Background: an optimization exercise with open tools, aiming at small area and a short achievable clock period. Do not read the settings as production practice. The RTL of this run was laid out without a check of its function. Power and IR drop assume default switching activity.

## flow/run.sh

```bash
#!/bin/bash
# The standard layout (standard.sh) with two changes:
# - buffer_ports gives every port a sky130_fd_sc_hd__buf_6 buffer instead of the delay-buffer
#   cell it picks by default;
# - after global placement, flow/size2.tcl sets each cell that is not near-critical to the smallest drive strength
#   of its family that keeps the worst setup slack, and
#   gives the output ports buf_1 buffers.
# Each tool's full output is in the ORFS logs under orfs/logs; make's output
# is in standard.log.
set -e
export BUFFER_PORTS_ARGS="-buffer_cell sky130_fd_sc_hd__buf_6"
export POST_GLOBAL_PLACE_TCL="$(pwd)/flow/size2.tcl"
bash standard.sh  finish > standard.log 2>&1
```

## flow/size2.tcl

```tcl
set outbuf sky130_fd_sc_hd__buf_1
set n 0
foreach port [all_outputs] {
  set net [get_nets [get_full_name $port]]
  foreach pin [get_pins -of_objects $net -filter "direction == output"] {
    set inst [get_cells -of_objects $pin]
    set cell [get_property [get_property $inst liberty_cell] name]
    if {[string match "sky130_fd_sc_hd__buf_*" $cell] && $cell ne $outbuf} {
      replace_cell $inst $outbuf
      incr n
    }
  }
}
puts "size2.tcl: $n output port buffers set to $outbuf"
estimate_parasitics -placement

proc total_area {} {
  set a 0.0
  foreach i [[ord::get_db_block] getInsts] {
    set m [$i getMaster]
    if {[$m getType] eq "CORE"} { set a [expr {$a + [$m getWidth] * [$m getHeight] / 1e6}] }
  }
  return $a
}
puts [format "size2.tcl: start area %.1f wns %.3f" [total_area] [worst_slack -max]]
if {[info exists ::env(SIZE_MARGIN)] && $::env(SIZE_MARGIN) ne ""} {
  repair_timing -setup -setup_margin $::env(SIZE_MARGIN) -skip_last_gasp -verbose
  estimate_parasitics -placement
  puts [format "size2.tcl: after repair_timing area %.1f wns %.3f" [total_area] [worst_slack -max]]
}

set dont_use [expr {[info exists ::env(DONT_USE_CELLS)] ? $::env(DONT_USE_CELLS) : {}}]
array set fam {}
array set carea {}
foreach lc [get_lib_cells sky130_fd_sc_hd__*] {
  set name [get_name $lc]
  if {[lsearch -exact $dont_use $name] >= 0} continue
  if {![regexp {^(sky130_fd_sc_hd__[a-z0-9]+)_([0-9]+)$} $name -> base size]} continue
  set m [[ord::get_db] findMaster $name]
  if {$m eq "NULL"} continue
  set carea($name) [expr {[$m getWidth] * [$m getHeight] / 1e6}]
  lappend fam($base) $name
}
set skip_re {^sky130_fd_sc_hd__(dfxtp|dfxbp|dfrtp|tapvpwrvgnd|fill|decap|conb)}
set W [worst_slack -max]
set changed 0
foreach inst [get_cells *] {
  set lc [get_property $inst liberty_cell]
  if {$lc eq "" || $lc eq "NULL"} continue
  set cell [get_name $lc]
  if {[regexp $skip_re $cell]} continue
  if {![regexp {^(sky130_fd_sc_hd__[a-z0-9]+)_([0-9]+)$} $cell -> base size]} continue
  if {![info exists fam($base)]} continue
  set smaller {}
  foreach alt $fam($base) {
    if {$carea($alt) < $carea($cell) - 1e-6} { lappend smaller [list $carea($alt) $alt] }
  }
  if {![llength $smaller]} continue
  set s 1e9
  foreach pin [get_pins -of_objects $inst -filter "direction == output"] {
    set ps [get_property $pin slack_max]
    if {$ps ne "" && $ps < $s} { set s $ps }
  }
  if {$s < $W + 0.02} continue
  foreach pair [lsort -real -index 0 $smaller] {
    set alt [lindex $pair 1]
    replace_cell $inst $alt
    estimate_parasitics -placement
    if {[worst_slack -max] >= $W - 0.0005} { incr changed; set cell {}; break }
  }
  if {$cell ne {}} {
    replace_cell $inst $cell
    estimate_parasitics -placement
  }
}
puts [format "size2.tcl: downsized %d cells, area %.1f wns %.3f" $changed [total_area] [worst_slack -max]]
```

## standard.sh

```bash
#!/bin/bash
# synth_recipe.tcl (not shown) runs the flow's synth.tcl, then flattens the netlist and writes it again
# the make line also repeats each setting of config.mk as NAME=value (left out here)
make -C /OpenROAD-flow-scripts/flow DESIGN_CONFIG=/design/flow/config.mk WORK_HOME=/design/flow/orfs CLKGATE_MAP_FILE= SYNTH_SCRIPT=/design/flow/synth_recipe.tcl "${@:-finish}"
```

## config.mk

```make
export PLATFORM = sky130hd
export DESIGN_NAME = matmul
export DESIGN_NICKNAME = matmul
export VERILOG_FILES = /design/flow/design.v
export SDC_FILE = /design/flow/constraint.sdc
export NUM_CORES = 4
export LEC_CHECK = 0
export CAP_MARGIN = 20
export CORE_MARGIN = 2
export CORE_UTILIZATION = 40
export CTS_BUF_LIST = sky130_fd_sc_hd__clkbuf_8
export SLEW_MARGIN = 20
export SYNTH_HIERARCHICAL = 1
export SYNTH_MINIMUM_KEEP_SIZE = 0
```

## constraint.sdc

```tcl
create_clock -name core_clock -period 10.0 [get_ports {clk}]
set_input_delay 2.0000 -clock core_clock [delete_from_list [all_inputs] [get_ports {clk}]]
set_output_delay 2.0000 -clock core_clock [all_outputs]
set_load 0.01 [all_outputs]
```

## design.v

```verilog
module matmul_fa (input logic a, input logic b, input logic c, output logic s, output logic co);
  assign s = a ^ b ^ c;
  assign co = (a & b) | (a & c) | (b & c);
endmodule
module matmul_and (input logic a, input logic b, output logic y);
  assign y = a & b;
endmodule
module matmul_aoi (input logic a1, input logic a2, input logic b1, output logic y);
  assign y = ~((a1 & a2) | b1);
endmodule
module matmul_maj (input logic a, input logic b, input logic c, output logic y);
  assign y = (a & b) | (a & c) | (b & c);
endmodule
module matmul_nand (input logic a, input logic b, output logic y);
  assign y = ~(a & b);
endmodule
module matmul_nor (input logic a, input logic b, output logic y);
  assign y = ~(a | b);
endmodule
module matmul_oai (input logic a1, input logic a2, input logic b1, output logic y);
  assign y = ~((a1 | a2) & b1);
endmodule
module matmul_or (input logic a, input logic b, output logic y);
  assign y = a | b;
endmodule
module matmul_xnor (input logic a, input logic b, output logic y);
  assign y = ~(a ^ b);
endmodule
module matmul_xor (input logic a, input logic b, output logic y);
  assign y = a ^ b;
endmodule
module matmul_dot2 (input logic [7:0] a0, input logic [7:0] b0,
                    input logic [7:0] a1, input logic [7:0] b1,
                    output logic [7:0] y);
  wire n1 = ~(a0[0] & b0[0]);
  wire n2 = ~(a1[0] & b1[0]);
  wire n3 = ~(a0[0] & b0[1]);
  wire n4 = ~(a0[1] & b0[0]);
  wire n5 = ~(a1[0] & b1[1]);
  wire n6 = ~(a1[1] & b1[0]);
  wire n7, n8;
  matmul_fa un7 (.a(n3), .b(n4), .c(n5), .s(n7), .co(n8));
  wire n9 = ~(a0[0] & b0[2]);
  wire n10 = ~(a0[1] & b0[1]);
  wire n11 = ~(a0[2] & b0[0]);
  wire n12 = ~(a1[0] & b1[2]);
  wire n13 = ~(a1[1] & b1[1]);
  wire n14 = ~(a1[2] & b1[0]);
  wire n15, n16;
  matmul_fa un15 (.a(n9), .b(n10), .c(n11), .s(n15), .co(n16));
  wire n17, n18;
  matmul_fa un17 (.a(n12), .b(n13), .c(n14), .s(n17), .co(n18));
  wire n19, n20;
  matmul_fa un19 (.a(n8), .b(n15), .c(n17), .s(n19), .co(n20));
  wire n21 = ~(a0[0] & b0[3]);
  wire n22 = ~(a0[1] & b0[2]);
  wire n23;
  matmul_xnor un23 (.a(n21), .b(n22), .y(n23));
  wire n24;
  matmul_or un24 (.a(n21), .b(n22), .y(n24));
  wire n25 = ~(a0[2] & b0[1]);
  wire n26 = ~(a0[3] & b0[0]);
  wire n27 = ~(a1[0] & b1[3]);
  wire n28 = ~(a1[1] & b1[2]);
  wire n29 = ~(a1[2] & b1[1]);
  wire n30 = ~(a1[3] & b1[0]);
  wire n31, n32;
  matmul_fa un31 (.a(n25), .b(n26), .c(n27), .s(n31), .co(n32));
  wire n33, n34;
  matmul_fa un33 (.a(n28), .b(n29), .c(n30), .s(n33), .co(n34));
  wire n35, n36;
  matmul_fa un35 (.a(n23), .b(n16), .c(n18), .s(n35), .co(n36));
  wire n37;
  matmul_xor un37 (.a(n31), .b(n33), .y(n37));
  wire n38;
  matmul_xor un38 (.a(n37), .b(n35), .y(n38));
  wire n39;
  matmul_maj un39 (.a(n31), .b(n33), .c(n35), .y(n39));
  wire n40 = ~(a0[0] & b0[4]);
  wire n41 = ~(a0[1] & b0[3]);
  wire n42;
  matmul_xnor un42 (.a(n40), .b(n41), .y(n42));
  wire n43;
  matmul_or un43 (.a(n40), .b(n41), .y(n43));
  wire n44 = ~(a0[2] & b0[2]);
  wire n45 = ~(a0[3] & b0[1]);
  wire n46 = ~(a0[4] & b0[0]);
  wire n47 = ~(a1[0] & b1[4]);
  wire n48 = ~(a1[1] & b1[3]);
  wire n49 = ~(a1[2] & b1[2]);
  wire n50 = ~(a1[3] & b1[1]);
  wire n51 = ~(a1[4] & b1[0]);
  wire n52, n53;
  matmul_fa un52 (.a(n44), .b(n45), .c(n46), .s(n52), .co(n53));
  wire n54, n55;
  matmul_fa un54 (.a(n47), .b(n48), .c(n49), .s(n54), .co(n55));
  wire n56, n57;
  matmul_fa un56 (.a(n50), .b(n51), .c(n42), .s(n56), .co(n57));
  wire n58, n59;
  matmul_fa un58 (.a(n24), .b(n32), .c(n34), .s(n58), .co(n59));
  wire n60;
  matmul_xor un60 (.a(n52), .b(n54), .y(n60));
  wire n61;
  matmul_xor un61 (.a(n60), .b(n56), .y(n61));
  wire n62;
  matmul_maj un62 (.a(n52), .b(n54), .c(n56), .y(n62));
  wire n63;
  matmul_xor un63 (.a(n36), .b(n58), .y(n63));
  wire n64;
  matmul_xor un64 (.a(n63), .b(n61), .y(n64));
  wire n65;
  matmul_maj un65 (.a(n36), .b(n58), .c(n61), .y(n65));
  wire n66 = ~(a0[0] & b0[5]);
  wire n67 = ~(a0[1] & b0[4]);
  wire n68;
  matmul_xnor un68 (.a(n66), .b(n67), .y(n68));
  wire n69;
  matmul_or un69 (.a(n66), .b(n67), .y(n69));
  wire n70 = ~(a0[2] & b0[3]);
  wire n71 = ~(a0[3] & b0[2]);
  wire n72 = ~(a0[4] & b0[1]);
  wire n73 = ~(a0[5] & b0[0]);
  wire n74 = ~(a1[0] & b1[5]);
  wire n75 = ~(a1[1] & b1[4]);
  wire n76 = ~(a1[2] & b1[3]);
  wire n77 = ~(a1[3] & b1[2]);
  wire n78 = ~(a1[4] & b1[1]);
  wire n79 = ~(a1[5] & b1[0]);
  wire n80, n81;
  matmul_fa un80 (.a(n70), .b(n71), .c(n72), .s(n80), .co(n81));
  wire n82, n83;
  matmul_fa un82 (.a(n73), .b(n74), .c(n75), .s(n82), .co(n83));
  wire n84, n85;
  matmul_fa un84 (.a(n76), .b(n77), .c(n78), .s(n84), .co(n85));
  wire n86, n87;
  matmul_fa un86 (.a(n79), .b(n68), .c(n43), .s(n86), .co(n87));
  wire n88, n89;
  matmul_fa un88 (.a(n53), .b(n55), .c(n80), .s(n88), .co(n89));
  wire n90;
  matmul_xor un90 (.a(n82), .b(n84), .y(n90));
  wire n91;
  matmul_xor un91 (.a(n90), .b(n57), .y(n91));
  wire n92;
  matmul_maj un92 (.a(n82), .b(n84), .c(n57), .y(n92));
  wire n93;
  matmul_xor un93 (.a(n86), .b(n59), .y(n93));
  wire n94;
  matmul_xor un94 (.a(n93), .b(n91), .y(n94));
  wire n95;
  matmul_maj un95 (.a(n86), .b(n59), .c(n91), .y(n95));
  wire n96;
  matmul_xor un96 (.a(n88), .b(n62), .y(n96));
  wire n97;
  matmul_xor un97 (.a(n96), .b(n94), .y(n97));
  wire n98;
  matmul_maj un98 (.a(n88), .b(n62), .c(n94), .y(n98));
  wire n99 = ~(a0[0] & b0[6]);
  wire n100 = ~(a0[1] & b0[5]);
  wire n101;
  matmul_xnor un101 (.a(n99), .b(n100), .y(n101));
  wire n102;
  matmul_or un102 (.a(n99), .b(n100), .y(n102));
  wire n103 = ~(a0[2] & b0[4]);
  wire n104 = ~(a0[3] & b0[3]);
  wire n105 = ~(a0[4] & b0[2]);
  wire n106 = ~(a0[5] & b0[1]);
  wire n107 = ~(a0[6] & b0[0]);
  wire n108 = ~(a1[0] & b1[6]);
  wire n109 = ~(a1[1] & b1[5]);
  wire n110 = ~(a1[2] & b1[4]);
  wire n111 = ~(a1[3] & b1[3]);
  wire n112 = ~(a1[4] & b1[2]);
  wire n113 = ~(a1[5] & b1[1]);
  wire n114 = ~(a1[6] & b1[0]);
  wire n115, n116;
  matmul_fa un115 (.a(n103), .b(n104), .c(n105), .s(n115), .co(n116));
  wire n117, n118;
  matmul_fa un117 (.a(n106), .b(n107), .c(n108), .s(n117), .co(n118));
  wire n119, n120;
  matmul_fa un119 (.a(n109), .b(n110), .c(n111), .s(n119), .co(n120));
  wire n121, n122;
  matmul_fa un121 (.a(n112), .b(n113), .c(n114), .s(n121), .co(n122));
  wire n123, n124;
  matmul_fa un123 (.a(n101), .b(n69), .c(n81), .s(n123), .co(n124));
  wire n125, n126;
  matmul_fa un125 (.a(n83), .b(n85), .c(n115), .s(n125), .co(n126));
  wire n127, n128;
  matmul_fa un127 (.a(n117), .b(n119), .c(n121), .s(n127), .co(n128));
  wire n129;
  matmul_xor un129 (.a(n87), .b(n123), .y(n129));
  wire n130;
  matmul_xor un130 (.a(n129), .b(n89), .y(n130));
  wire n131;
  matmul_maj un131 (.a(n87), .b(n123), .c(n89), .y(n131));
  wire n132;
  matmul_xor un132 (.a(n92), .b(n125), .y(n132));
  wire n133;
  matmul_xor un133 (.a(n132), .b(n127), .y(n133));
  wire n134;
  matmul_maj un134 (.a(n92), .b(n125), .c(n127), .y(n134));
  wire n135;
  matmul_xor un135 (.a(n95), .b(n130), .y(n135));
  wire n136;
  matmul_xor un136 (.a(n135), .b(n133), .y(n136));
  wire n137;
  matmul_maj un137 (.a(n95), .b(n130), .c(n133), .y(n137));
  wire n138 = ~(a0[0] & b0[7]);
  wire n139 = ~(a0[1] & b0[6]);
  wire n140 = ~(a0[2] & b0[5]);
  wire n141 = ~(a0[3] & b0[4]);
  wire n142 = ~(a0[4] & b0[3]);
  wire n143 = ~(a0[5] & b0[2]);
  wire n144 = ~(a0[6] & b0[1]);
  wire n145 = ~(a0[7] & b0[0]);
  wire n146 = ~(a1[0] & b1[7]);
  wire n147 = ~(a1[1] & b1[6]);
  wire n148 = ~(a1[2] & b1[5]);
  wire n149 = ~(a1[3] & b1[4]);
  wire n150 = ~(a1[4] & b1[3]);
  wire n151 = ~(a1[5] & b1[2]);
  wire n152 = ~(a1[6] & b1[1]);
  wire n153 = ~(a1[7] & b1[0]);
  wire n154;
  matmul_xor un154 (.a(n138), .b(n139), .y(n154));
  wire n155;
  matmul_xor un155 (.a(n140), .b(n141), .y(n155));
  wire n156;
  matmul_xor un156 (.a(n142), .b(n143), .y(n156));
  wire n157;
  matmul_xor un157 (.a(n144), .b(n145), .y(n157));
  wire n158;
  matmul_xor un158 (.a(n146), .b(n147), .y(n158));
  wire n159;
  matmul_xor un159 (.a(n148), .b(n149), .y(n159));
  wire n160;
  matmul_xor un160 (.a(n150), .b(n151), .y(n160));
  wire n161;
  matmul_xor un161 (.a(n152), .b(n153), .y(n161));
  wire n162;
  matmul_xor un162 (.a(n154), .b(n155), .y(n162));
  wire n163;
  matmul_xor un163 (.a(n156), .b(n157), .y(n163));
  wire n164;
  matmul_xor un164 (.a(n158), .b(n159), .y(n164));
  wire n165;
  matmul_xor un165 (.a(n160), .b(n161), .y(n165));
  wire n166;
  matmul_xor un166 (.a(n102), .b(n162), .y(n166));
  wire n167;
  matmul_xor un167 (.a(n163), .b(n164), .y(n167));
  wire n168;
  matmul_xor un168 (.a(n165), .b(n116), .y(n168));
  wire n169;
  matmul_xor un169 (.a(n118), .b(n120), .y(n169));
  wire n170;
  matmul_xor un170 (.a(n122), .b(n166), .y(n170));
  wire n171;
  matmul_xor un171 (.a(n167), .b(n168), .y(n171));
  wire n172;
  matmul_xor un172 (.a(n169), .b(n170), .y(n172));
  wire n173;
  matmul_xor un173 (.a(n171), .b(n124), .y(n173));
  wire n174;
  matmul_xor un174 (.a(n126), .b(n128), .y(n174));
  wire n175;
  matmul_xor un175 (.a(n172), .b(n173), .y(n175));
  wire n176;
  matmul_xor un176 (.a(n174), .b(n175), .y(n176));
  wire n177;
  matmul_xor un177 (.a(n131), .b(n134), .y(n177));
  wire n178;
  matmul_xor un178 (.a(n176), .b(n177), .y(n178));
  wire n179;
  matmul_xor un179 (.a(n137), .b(n178), .y(n179));
  wire n180;
  matmul_xor un180 (.a(n1), .b(n2), .y(n180));
  wire n181;
  matmul_or un181 (.a(n1), .b(n2), .y(n181));
  wire n182, n183;
  matmul_fa un182 (.a(n6), .b(n7), .c(n181), .s(n182), .co(n183));
  wire n184 = ~n182;
  wire n185;
  matmul_xor un185 (.a(n19), .b(n183), .y(n185));
  wire n186;
  matmul_or un186 (.a(n19), .b(n183), .y(n186));
  wire n187;
  matmul_xor un187 (.a(n20), .b(n38), .y(n187));
  wire n188;
  matmul_and un188 (.a(n20), .b(n38), .y(n188));
  wire n189;
  matmul_or un189 (.a(n20), .b(n38), .y(n189));
  wire n190;
  matmul_xnor un190 (.a(n187), .b(n186), .y(n190));
  wire n191;
  matmul_oai un191 (.a1(n188), .a2(n186), .b1(n189), .y(n191));
  wire n192;
  matmul_xor un192 (.a(n39), .b(n64), .y(n192));
  wire n193;
  matmul_nand un193 (.a(n39), .b(n64), .y(n193));
  wire n194;
  matmul_nor un194 (.a(n39), .b(n64), .y(n194));
  wire n195;
  matmul_xor un195 (.a(n192), .b(n191), .y(n195));
  wire n196;
  matmul_aoi un196 (.a1(n193), .a2(n191), .b1(n194), .y(n196));
  wire n197;
  matmul_xor un197 (.a(n65), .b(n97), .y(n197));
  wire n198;
  matmul_and un198 (.a(n65), .b(n97), .y(n198));
  wire n199;
  matmul_or un199 (.a(n65), .b(n97), .y(n199));
  wire n200;
  matmul_xnor un200 (.a(n197), .b(n196), .y(n200));
  wire n201;
  matmul_oai un201 (.a1(n198), .a2(n196), .b1(n199), .y(n201));
  wire n202;
  matmul_xor un202 (.a(n98), .b(n136), .y(n202));
  wire n203;
  matmul_nand un203 (.a(n98), .b(n136), .y(n203));
  wire n204;
  matmul_nor un204 (.a(n98), .b(n136), .y(n204));
  wire n205;
  matmul_xor un205 (.a(n202), .b(n201), .y(n205));
  wire n206;
  matmul_aoi un206 (.a1(n203), .a2(n201), .b1(n204), .y(n206));
  wire n207;
  matmul_xor un207 (.a(n179), .b(n206), .y(n207));
  assign y = {n207, n205, n200, n195, n190, n185, n184, n180};
endmodule
module matmul(A,B,y,clk);
    input logic [31:0] A;
    input logic [31:0] B;
    output logic [31:0] y;
    input logic clk;
    logic [7:0] y00, y01, y10, y11;
    matmul_dot2 u00 (.a0(A[31:24]), .b0(B[31:24]), .a1(A[23:16]), .b1(B[15:8]), .y(y00));
    matmul_dot2 u01 (.a0(A[31:24]), .b0(B[23:16]), .a1(A[23:16]), .b1(B[7:0]),  .y(y01));
    matmul_dot2 u10 (.a0(A[15:8]),  .b0(B[31:24]), .a1(A[7:0]),   .b1(B[15:8]), .y(y10));
    matmul_dot2 u11 (.a0(A[15:8]),  .b0(B[23:16]), .a1(A[7:0]),   .b1(B[7:0]),  .y(y11));
    always_ff @(posedge clk)
        y <= {y00, y01, y10, y11};
endmodule
```

==> flow_results.xml <==
<?xml version="1.0" encoding="UTF-8"?>
<metrics>
  <group name="sta">
    <metric name="hold-worst-slack" unit="ps">2060</metric>
    <metric name="timing_max_transition_violations_final" unit="">0</metric>
    <metric name="hold_viol" unit="">0</metric>
    <metric name="rsz0062_at_grt" unit="">no</metric>
    <metric name="worstMarginPinSlew" unit="ps">375</metric>
    <metric name="achievable_freq" unit="MHz">230</metric>
    <metric name="timing.final.setup_violations" unit="">0</metric>
    <metric name="max_slew_margin" unit="">0.750</metric>
    <metric name="timing.setup.tns" unit="ps">0</metric>
    <metric name="timing.final.crit_share" unit="">0.434</metric>
    <metric name="fin_crit" unit="ps">4340</metric>
  </group>
  <group name="worst_setup_path">
    <metric name="crit_path_cell_trace" unit="">buf_4 &gt; nand2_1 &gt; fa_1 &gt; fa_1 &gt; xor2_1 &gt; or2_1 &gt; o21ai_1 &gt; a21oi_1 &gt; o21ai_1 &gt; a21oi_2 &gt; xor2_1</metric>
    <metric name="arrival" unit="ps">4530</metric>
    <metric name="crit_path_top_delay_cell" unit="">sky130_fd_sc_hd__fa_1</metric>
    <metric name="critical_path.endpoint_type" unit="">register</metric>
    <metric name="cp.required" unit="ps">10190</metric>
    <metric name="path_max_fanout" unit="">16</metric>
    <metric name="critPathTopFamily" unit="">adder cells</metric>
    <metric name="critical_setup_path_class" unit="">in2reg</metric>
    <metric name="critical_path_buf_inv_count" unit="">1</metric>
    <metric name="critical_path_start_type" unit="">primary input</metric>
    <metric name="crit_path_max_incr_delay" unit="ps">520</metric>
  </group>
  <group name="worst_hold_path">
    <metric name="worstHoldPathType" unit="">in2reg</metric>
  </group>
  <group name="detailed_routing">
    <metric name="drt-pass1-iter-count" unit="">4</metric>
    <metric name="ant_nets" unit="">0</metric>
    <metric name="average_routed_wire_per_standard_cell" unit="um">16.7</metric>
    <metric name="route.detailed.vias_per_inst" unit="">4.90</metric>
    <metric name="vias" unit="">5329</metric>
    <metric name="routed_wirelength" unit="mm">18.1</metric>
    <metric name="remaining_drc_errors" unit="">0</metric>
    <metric name="drt_first_iter_violations" unit="">286</metric>
  </group>
  <group name="yosys">
    <metric name="synth.yosys.seq_area_share" unit="">0.0932</metric>
    <metric name="mappedNetlistArea" unit="um^2">6870</metric>
    <metric name="synthDominantCellAreaShare" unit="">0.280</metric>
    <metric name="ys_seq_elements" unit="">32</metric>
    <metric name="synth_largest_area_cell" unit="">sky130_fd_sc_hd__fa_1</metric>
    <metric name="synth_area_leaders" unit="">sky130_fd_sc_hd__fa_1, sky130_fd_sc_hd__xor2_1, sky130_fd_sc_hd__nand2_1, sky130_fd_sc_hd__dfxtp_1, sky130_fd_sc_hd__maj3_2</metric>
    <metric name="synth_area_per_cell" unit="um^2">8.46</metric>
    <metric name="syn_nets" unit="">973</metric>
    <metric name="synth-warning-count" unit="">7</metric>
    <metric name="synthDistinctLibCells" unit="">14</metric>
    <metric name="syn-instance-count" unit="">812</metric>
  </group>
  <group name="global_routing">
    <metric name="grt_start_max_net_pins" unit="">17</metric>
    <metric name="first_pass_grt_wire_length" unit="mm">29.1</metric>
    <metric name="met3_routing_resource_usage_after_global_routing" unit="">0.0225</metric>
    <metric name="via_count_of_the_first_global_routing_pass" unit="">5446</metric>
    <metric name="total_congestion_overflow_after_global_routing" unit="">0</metric>
    <metric name="global_route.peak_usage_layer" unit="">met2</metric>
    <metric name="met2_usage" unit="">0.361</metric>
    <metric name="global_route.usage.met1" unit="">0.279</metric>
    <metric name="grt_antenna_before_repair" unit="">0</metric>
    <metric name="grt_util_all_layers" unit="">0.208</metric>
  </group>
  <group name="cells_and_area">
    <metric name="biggestRegsByFlops" unit="">y x32</metric>
    <metric name="antenna-diode-count" unit="">0</metric>
    <metric name="final-seq-area" unit="um^2">641</metric>
    <metric name="num-nets-final" unit="">1028</metric>
    <metric name="multi_input_comb_area" unit="um^2">5840</metric>
    <metric name="syn_to_final_growth" unit="%">7.45</metric>
    <metric name="largest-register" unit="">y</metric>
    <metric name="fillerInstances" unit="">1772</metric>
    <metric name="commonest_cells_after_routing_fill_and_taps_aside" unit="">sky130_fd_sc_hd__nand2_1, sky130_fd_sc_hd__xor2_1, sky130_fd_sc_hd__fa_1</metric>
    <metric name="largest_reg_flops" unit="">32</metric>
    <metric name="final_common_cell" unit="">sky130_fd_sc_hd__nand2_1</metric>
    <metric name="post-route-util" unit="">0.442</metric>
    <metric name="final_layout_size_suffix_gt1_frac" unit="">0.0680</metric>
  </group>
  <group name="cts">
    <metric name="post_cts_resized" unit="">0</metric>
    <metric name="cts_max_path_buffers" unit="">2</metric>
    <metric name="postCtsSetupBuffers" unit="">0</metric>
    <metric name="clock_tree.htree_level_count" unit="">2</metric>
    <metric name="tritoncts_buffer_count" unit="">5</metric>
    <metric name="cts_hold_repair.buffers" unit="">0</metric>
    <metric name="clock-root-buffer" unit="">sky130_fd_sc_hd__clkbuf_8</metric>
    <metric name="clock_edge_transition_at_the_registers_on_the_reported_setup_and_hold_paths" unit="ps">70</metric>
    <metric name="clkSinkCount" unit="">32</metric>
    <metric name="tritoncts" unit="">yes</metric>
  </group>
  <group name="floorplan">
    <metric name="initial_core_util" unit="">0.411</metric>
    <metric name="number_of_primary_i_o_pins" unit="">97</metric>
    <metric name="dieArea" unit="um^2">18200</metric>
    <metric name="placement_rows" unit="">47</metric>
    <metric name="die_height" unit="um">135</metric>
    <metric name="coreArea" unit="um^2">16700</metric>
    <metric name="die_width" unit="um">135</metric>
  </group>
  <group name="power">
    <metric name="vdd.ir_drop.worst" unit="mV">0.0996</metric>
    <metric name="powerDensity" unit="nW/um^2">184</metric>
    <metric name="total_leakage_power" unit="nW">2.75</metric>
    <metric name="power.total" unit="mW">1.36</metric>
  </group>
  <group name="flow_run">
    <metric name="max_cap_viol" unit="">0</metric>
  </group>
  <group name="status">
    <metric name="outcome" unit="">complete, no violations</metric>
  </group>
  <group name="placed_design">
    <metric name="buffer_ports.inserted" unit="">96</metric>
    <metric name="hpwl" unit="mm">13.9</metric>
  </group>
</metrics>
cells by family after synthesis:
| family | Yosys count | share of synthesized area |
|---|---|---|
| xor+xnor | 236 | 0.301 |
| buf+inv | 52 | 0.0488 |
| simple gates | 344 | 0.202 |
| flops | 32 | 0.0932 |
| compound gates | 16 | 0.0160 |
| fa+ha+maj | 132 | 0.339 |
modules after synthesis (local to each module, per instance):
module | flops+latches | times used
matmul_aoi | 0 | 8
matmul_xnor | 0 | 24
matmul_or | 0 | 32
matmul_fa | 0 | 96
matmul_xor | 0 | 212
matmul_nor | 0 | 8
matmul_nand | 0 | 8
matmul_oai | 0 | 8
matmul | 32 | 1
matmul_and | 0 | 8
matmul_dot2 | 0 | 4
matmul_maj | 0 | 36
layout make-up:
| type | count | area share |
|---|---|---|
| Clock inverter | 2 | 0.00153 |
| Timing Repair Buffer | 96 | 0.0707 |
| Sequential cell | 32 | 0.0868 |
| Tap cell | 220 | 0.0373 |
| Multi-Input combinational cell | 728 | 0.791 |
| Inverter | 4 | 0.00203 |
| Clock buffer | 6 | 0.0112 |
Yosys cell counts (all sizes together):
| library cell | n |
|---|---|
| fa | 96 |
| a21oi | 8 |
| nand2 | 296 |
| and2 | 8 |
| buf | 48 |
| o21ai | 8 |
| or2 | 32 |
| nor2 | 8 |
| maj3 | 36 |
| inv | 4 |
| xor2 | 212 |
| xnor2 | 24 |
| dfxtp | 32 |
stage by stage:
stage / setup WS [ps] / instances / area [um^2]
finish: 5660 / 1088 / 7380
global route: 5440 / 1088 / 7380
CTS: 5670 / 1088 / 7380
detailed placement: 5340 / 1080 / 7290
global placement: 5410 / 1080 / 7910
floorplan: 5520 / 812 / 6870
tightest hold or removal path: stages:
cell	delay, ps
sky130_fd_sc_hd__buf_6	150
sky130_fd_sc_hd__nand2_1	110
sky130_fd_sc_hd__xor2_1	60
where the power goes:
part	internal, mW	switching [mW]
registers	0.200	0.0146
logic	0.446	0.586
clock network	0.0549	0.0552
total	0.701	0.655
final timing paths:
| path | to | slack [ps] | cells after the start | from |
|---|---|---|---|---|
| min | y[0]$_DFF_P_ | 2060 | 3 | A[8] |
| max | y[23]$_DFF_P_ | 5660 | 11 | A[24] |
per-layer routing:
metal  part of all wire  wire [um]  up-vias
met5                  0          0        -
met4              0.013        229        0
met3              0.042        754       15
met2               0.49       8820      134
met1               0.46       8320     2625
li1                   -          -     2555

## re-timing with driven ports
How much do the figures lean on ideal ports? The routed layout below was timed once more, with nothing changed but the port constraints. Step 1, drivers: a clkbuf_16 drives clk and a buf_2 each remaining input, both assumed. Step 2 adds t to the input delays and takes it off the output delays; t is the mean of the earliest and latest rising clock arrival at the registers after step 1. Input paths then give back, and output paths get back, about the clock's delay inside the block. Slacks: ideal / step 1 / step 2; pairs: ideal / step 1.
shift t [ns]: 0.347
slack for setup (ns): 5.661 / 5.675 / 5.328
hold WS [ns]: 2.058 / 2.052 / 2.399
worst setup path after step 2: input to register
After both steps setup and hold are still met in this run. The setup slack of this run moves by +0.014 ns with the drivers and by -0.333 ns with both steps.
